Source: an optimization exercise on an open RTL-to-GDS flow (aim: small area). Production flows keep margins and buffers that such runs may drop.
In this exercise RTL edits were held to simulation tests only and were not proved equivalent to the original.
Power is estimated from default activity; no workload was simulated.

== job 3182 ==
==> flow/design.v (excerpt) <==
module trader_core(
    input logic rst,
    input logic clk,
    input logic [167:0] msg,
    output logic signal,
    output logic [31:0] balance,
    output logic cclr_neg,
    output logic clk_out,
    output logic [3:0] num,
    output logic msg_enable,
    output logic msg_type
);
Size in the first run: roughly 18000 um2 of cells after synthesis.
clock: 12.0 ns
lec_check: 0
abc_area: 1
abc_clock_period_in_ps: 100000
cap_margin: 20
core_margin: 2
core_utilization: 40
slew_margin: 20
standard.sh (not shown) runs the stock make flow with config.mk's settings and CLKGATE_MAP_FILE= SYNTH_SCRIPT=/design/flow/synth_recipe.tcl, a recipe that flattens the netlist after the stock synthesis.
==> flow/flow/run.sh <==
#!/bin/bash
# Own flow: the standard synthesis, then an area re-mapping of its logic
# (full-adder polarity clean-up, then ABC with an area script), then the standard flow's
# standard layout from that netlist. Each tool writes its own log here.
set -euo pipefail
W=$(pwd)
R=$W/orfs/results/$FLOW_PLATFORM/trader_core/base
YOSYS=$FLOW_HOME/../tools/install/yosys/bin/yosys
[[ -x $YOSYS ]] || YOSYS=$(command -v yosys)
LIB=$FLOW_HOME/platforms/sky130hd/lib/sky130_fd_sc_hd__tt_025C_1v80.lib
DONTUSE=$(grep -o 'sky130_fd_sc_hd__[a-z0-9_]*' flow/dont_use.txt | sed 's/^/-dont_use /' | tr '\n' ' ')

bash standard.sh synth > synth_standard.log 2>&1
cp "$R/1_2_yosys.v" standard.v
python3 flow/fapol.py standard.v fapol.v > fapol.log 2>&1
sed -e "s|@LIB@|$LIB|g" -e "s|@DONTUSE@|$DONTUSE|g" flow/remap.ys > remap_run.ys
"$YOSYS" -l remap.log -q -s remap_run.ys > /dev/null 2>&1
cp remap.v "$R/1_2_yosys.v"
rm -f "$R/1_synth.odb" "$R/1_synth.sdc"
# Port buffers: the smallest buffer instead of the clkdlybuf4s50_1 buffer_ports picks.
export BUFFER_PORTS_ARGS="-buffer_cell sky130_fd_sc_hd__buf_1"
# Clock tree: smaller buffers and no dummy loads.
export CTS_ARGS="-sink_clustering_enable -repair_clock_nets -buf_list sky130_fd_sc_hd__clkbuf_8 -sink_clustering_size 10 -dont_use_dummy_load"
bash standard.sh finish > layout.log 2>&1
==> flow/flow/area.abc <==
strash
dc2
dch -f
amap
topo
==> flow/flow/fapol.py <==
#!/usr/bin/env python3
"""Flip full adders (FA(~a,~b,~c) = ~FA(a,b,c)) to cut inverters between adder cells.
usage: fapol.py in.v out.v   (flat mapped netlist, one module)"""
import re, sys, random
src = open(sys.argv[1]).read()
cell_re = re.compile(r'^(\s*)(sky130_fd_sc_hd__\w+)\s+(\S+)\s*\((.*?)\);', re.S | re.M)
pin_re = re.compile(r'\.(\w+)\(\s*(\\\S+ |[^()\s]+)\s*\)')
cells = []
for m in cell_re.finditer(src):
    pins = {p: v.strip() for p, v in pin_re.findall(m.group(4))}
    cells.append(dict(type=m.group(2), name=m.group(3), pins=pins, span=m.span()))
drv = {}
for i, c in enumerate(cells):
    for p, v in c['pins'].items():
        if p in ('X', 'Y', 'SUM', 'COUT', 'Q', 'Q_N', 'HI', 'LO'):
            drv[v] = (i, p)
def isinv(c): return re.match(r'sky130_fd_sc_hd__(clk)?inv_\d+$', c['type'])
def isfa(c): return re.match(r'sky130_fd_sc_hd__fa_\d+$', c['type'])
def isff(c): return re.match(r'sky130_fd_sc_hd__e?dfx', c['type'])
def isha(c): return re.match(r'sky130_fd_sc_hd__ha_\d+$', c['type'])
def resolve(net):
    par = 0
    while net in drv and isinv(cells[drv[net][0]]):
        net = cells[drv[net][0]]['pins']['A']; par ^= 1
    return net, par
adders = [i for i, c in enumerate(cells) if isfa(c)]   # half adders are re-mapped as plain logic
edges = []   # (src cell, dst cell, parity)
for i in adders:
    c = cells[i]
    for p in ('A', 'B', 'CIN'):
        if p not in c['pins']: continue
        n, par = resolve(c['pins'][p])
        if n in drv and (drv[n][0] in adders or isff(cells[drv[n][0]])):
            # a flip-flop cannot absorb an inversion: it is a source of fixed polarity
            edges.append((drv[n][0], i, par))
flip = {i: 0 for i in adders}
for s_, d_, p_ in edges:
    flip.setdefault(s_, 0)
free = [i for i in adders if isfa(cells[i])]
adj = {i: [] for i in flip}
for e in edges:
    adj[e[0]].append(e); adj[e[1]].append(e)
def cost_of(i):
    return sum(p ^ flip[s] ^ flip[d] for s, d, p in adj[i])
def total(): return sum(p ^ flip[s] ^ flip[d] for s, d, p in edges)
print("edges", len(edges), "odd before", total(), file=sys.stderr)
best = dict(flip); bestc = total()
rng = random.Random(1)
for rnd in range(30):
    changed = True
    while changed:
        changed = False
        for i in free:
            c0 = cost_of(i); flip[i] ^= 1
            if cost_of(i) < c0: changed = True
            else: flip[i] ^= 1
    t = total()
    if t < bestc: bestc = t; best = dict(flip)
    flip = dict(best)
    for i in rng.sample(free, len(free) // 10): flip[i] ^= 1
flip = best
print("odd after", bestc, "flipped", sum(flip.values()), file=sys.stderr)
# rewrite
out = []; pos = 0; k = [0]; newwires = []; extra = []
def fresh():
    k[0] += 1; n = f"_fapol_{k[0]}_"; newwires.append(n); return n
for i, c in enumerate(cells):
    if not flip.get(i): continue
    s, e = c['span']
    body = src[s:e]
    for p in list(c['pins']):
        v = c['pins'][p]
        w = fresh()
        if p in ('A', 'B', 'CIN'):
            extra.append(f"  sky130_fd_sc_hd__inv_1 _fapoli_{k[0]}_ (.A({v} ), .Y({w}));")
        else:
            extra.append(f"  sky130_fd_sc_hd__inv_1 _fapoli_{k[0]}_ (.A({w}), .Y({v} ));")
        c['pins'][p] = w
    pins = ",\n".join(f"    .{p}({v}{' ' if v.startswith(chr(92)) else ''})" for p, v in c['pins'].items())
    out.append((s, e, f"  {c['type']} {c['name']} (\n{pins}\n  );"))
res = []; pos = 0
for s, e, txt in sorted(out):
    res.append(src[pos:s]); res.append(txt); pos = e
res.append(src[pos:])
res = "".join(res)
# declare wires after the module header's port list, add cells before endmodule
hdr_end = res.index(';', res.index('module ')) + 1
res = res[:hdr_end] + "\n" + "".join(f"  wire {w};\n" for w in newwires) + res[hdr_end:]
idx = res.rindex('endmodule')
res = res[:idx] + "\n".join(extra) + "\n" + res[idx:]
open(sys.argv[2], 'w').write(res)
Other scripts of this flow, unchanged in this note and not shown: flow/flow/dont_use.txt, flow/flow/remap.ys
Job 3182 | stages: all done | timing, DRC, antenna: all pass
Changes in job 6452 relative to job 3182:
Settings: changing CORE_UTILIZATION from 40 to 65; setting GPL_TIMING_DRIVEN to 0 for the first time.
--- a/flow/flow/run.sh
+++ b/flow/flow/run.sh
@@ -21,4 +21,4 @@
 export BUFFER_PORTS_ARGS="-buffer_cell sky130_fd_sc_hd__buf_1"
 # Clock tree: smaller buffers and no dummy loads.
-export CTS_ARGS="-sink_clustering_enable -repair_clock_nets -buf_list sky130_fd_sc_hd__clkbuf_8 -sink_clustering_size 10 -dont_use_dummy_load"
+export CTS_ARGS="-sink_clustering_enable -repair_clock_nets -buf_list sky130_fd_sc_hd__clkbuf_8 -dont_use_dummy_load"
 bash standard.sh finish > layout.log 2>&1
==> flow/flow/area.abc <==
strash
dch -f
amap
topo
## What came out
- Job 6452 completed every stage of the flow, and the final layout passed the timing, DRC and antenna checks.
- Transition at the pin with the smallest max-transition slack | job 6452 above job 3182
- The minimum clock period after layout number comes out higher for job 6452 vs job 3182.
- Wire length on job 6452 is down relative to job 3182.
- In the reports for job 6452 and job 3182, the larger worst setup slack belongs to job 3182.
- Job 6452 vs job 3182: post-layout net count down by a few percent
Changes in job 2167 relative to job 6452:
Settings: swapping 65 for 40 in CORE_UTILIZATION; clearing GPL_TIMING_DRIVEN, which used to be 0.
==> flow/flow/area.abc <==
strash
dc2
dch -f
amap
topo
--- a/flow/flow/fapol.py
+++ b/flow/flow/fapol.py
@@ -17,5 +17,4 @@
 def isinv(c): return re.match(r'sky130_fd_sc_hd__(clk)?inv_\d+$', c['type'])
 def isfa(c): return re.match(r'sky130_fd_sc_hd__fa_\d+$', c['type'])
-def isff(c): return re.match(r'sky130_fd_sc_hd__e?dfx', c['type'])
 def isha(c): return re.match(r'sky130_fd_sc_hd__ha_\d+$', c['type'])
 def resolve(net):
@@ -31,12 +30,9 @@
         if p not in c['pins']: continue
         n, par = resolve(c['pins'][p])
-        if n in drv and (drv[n][0] in adders or isff(cells[drv[n][0]])):
-            # a flip-flop cannot absorb an inversion: it is a source of fixed polarity
+        if n in drv and drv[n][0] in adders:
             edges.append((drv[n][0], i, par))
 flip = {i: 0 for i in adders}
-for s_, d_, p_ in edges:
-    flip.setdefault(s_, 0)
 free = [i for i in adders if isfa(cells[i])]
-adj = {i: [] for i in flip}
+adj = {i: [] for i in adders}
 for e in edges:
     adj[e[0]].append(e); adj[e[1]].append(e)
==> comparison <==
Going from job 6452 to job 2167, the worst setup slack was found to have gone down by 0.0052 ns. Summary of job 2167 over job 6452: number of logic inverters in the finished layout went up 14; highest achievable clock rate held. Job 6452 consumes less power than job 2167.
[inputs] job 5611 vs job 2167
Settings: CORE_UTILIZATION changed from 40 to 72.
==> flow/flow/area.abc <==
strash
dch -f
amap
topo
--- a/flow/flow/fapol.py
+++ b/flow/flow/fapol.py
@@ -17,4 +17,5 @@
 def isinv(c): return re.match(r'sky130_fd_sc_hd__(clk)?inv_\d+$', c['type'])
 def isfa(c): return re.match(r'sky130_fd_sc_hd__fa_\d+$', c['type'])
+def isff(c): return re.match(r'sky130_fd_sc_hd__e?dfx', c['type'])
 def isha(c): return re.match(r'sky130_fd_sc_hd__ha_\d+$', c['type'])
 def resolve(net):
@@ -30,9 +31,12 @@
         if p not in c['pins']: continue
         n, par = resolve(c['pins'][p])
-        if n in drv and drv[n][0] in adders:
+        if n in drv and (drv[n][0] in adders or isff(cells[drv[n][0]])):
+            # a flip-flop cannot absorb an inversion: it is a source of fixed polarity
             edges.append((drv[n][0], i, par))
 flip = {i: 0 for i in adders}
+for s_, d_, p_ in edges:
+    flip.setdefault(s_, 0)
 free = [i for i in adders if isfa(cells[i])]
-adj = {i: [] for i in adders}
+adj = {i: [] for i in flip}
 for e in edges:
     adj[e[0]].append(e); adj[e[1]].append(e)
Results
Compare job 5611 and job 2167 | actual transition at the worst max-transition pin higher: job 5611. Wire length of the first global-routing pass: job 5611 and job 2167 compared, higher one is job 2167. For area of the multi-input gates, job 2167 and job 5611 come out practically identical. In job 5611, placer's final routability congestion estimate is higher than in job 2167. Of job 5611 and job 2167, the higher biggest cell delay along the critical path belongs to job 2167. The leading cell type in the layout, fill and taps excluded comes out sky130_fd_sc_hd__nor2_1 in one run and sky130_fd_sc_hd__o22ai_1 in the other, namely in job 2167 and job 5611 respectively. Both conditions hold for job 5611: the flow ran to the end and the final layout passed the timing, DRC and antenna checks.

==> re-timing with driven ports <==
How much do the figures lean on ideal ports? The routed layouts below were timed once more, with nothing changed but the port constraints. Step 1 (the two cells are an assumption about what drives the block):
set clk [get_ports {clk}]
set_driving_cell -lib_cell sky130_fd_sc_hd__clkbuf_16 $clk
set_driving_cell -lib_cell sky130_fd_sc_hd__buf_2 [delete_from_list [all_inputs] $clk]
Step 2 also shifts input and output timing later by t, the mid clock arrival at the registers, as if the neighbouring blocks saw the same clock. Three values: no drivers, after step 1, after step 2; two values: the first two.
run	t (ns)	setup slack, ns	hold slack, ns	latest minus earliest clock arrival (ns)
job 3182	0.583	1.001 / 1.032 / 0.450	0.319 / 0.319 / 0.319	0.035 / 0.035
job 6452	0.550	0.633 / 0.651 / 0.101	0.321 / 0.321 / 0.321	0.042 / 0.042
job 2167	0.526	0.628 / 0.645 / 0.119	0.317 / 0.317 / 0.317	0.046 / 0.046
job 5611	0.515	0.738 / 0.765 / 0.250	0.303 / 0.303 / 0.303	0.054 / 0.054
After both steps every run listed still meets setup and hold. The setup slack of job 3182, which loses most, moves by +0.031 ns with the drivers and by -0.551 ns with both steps.
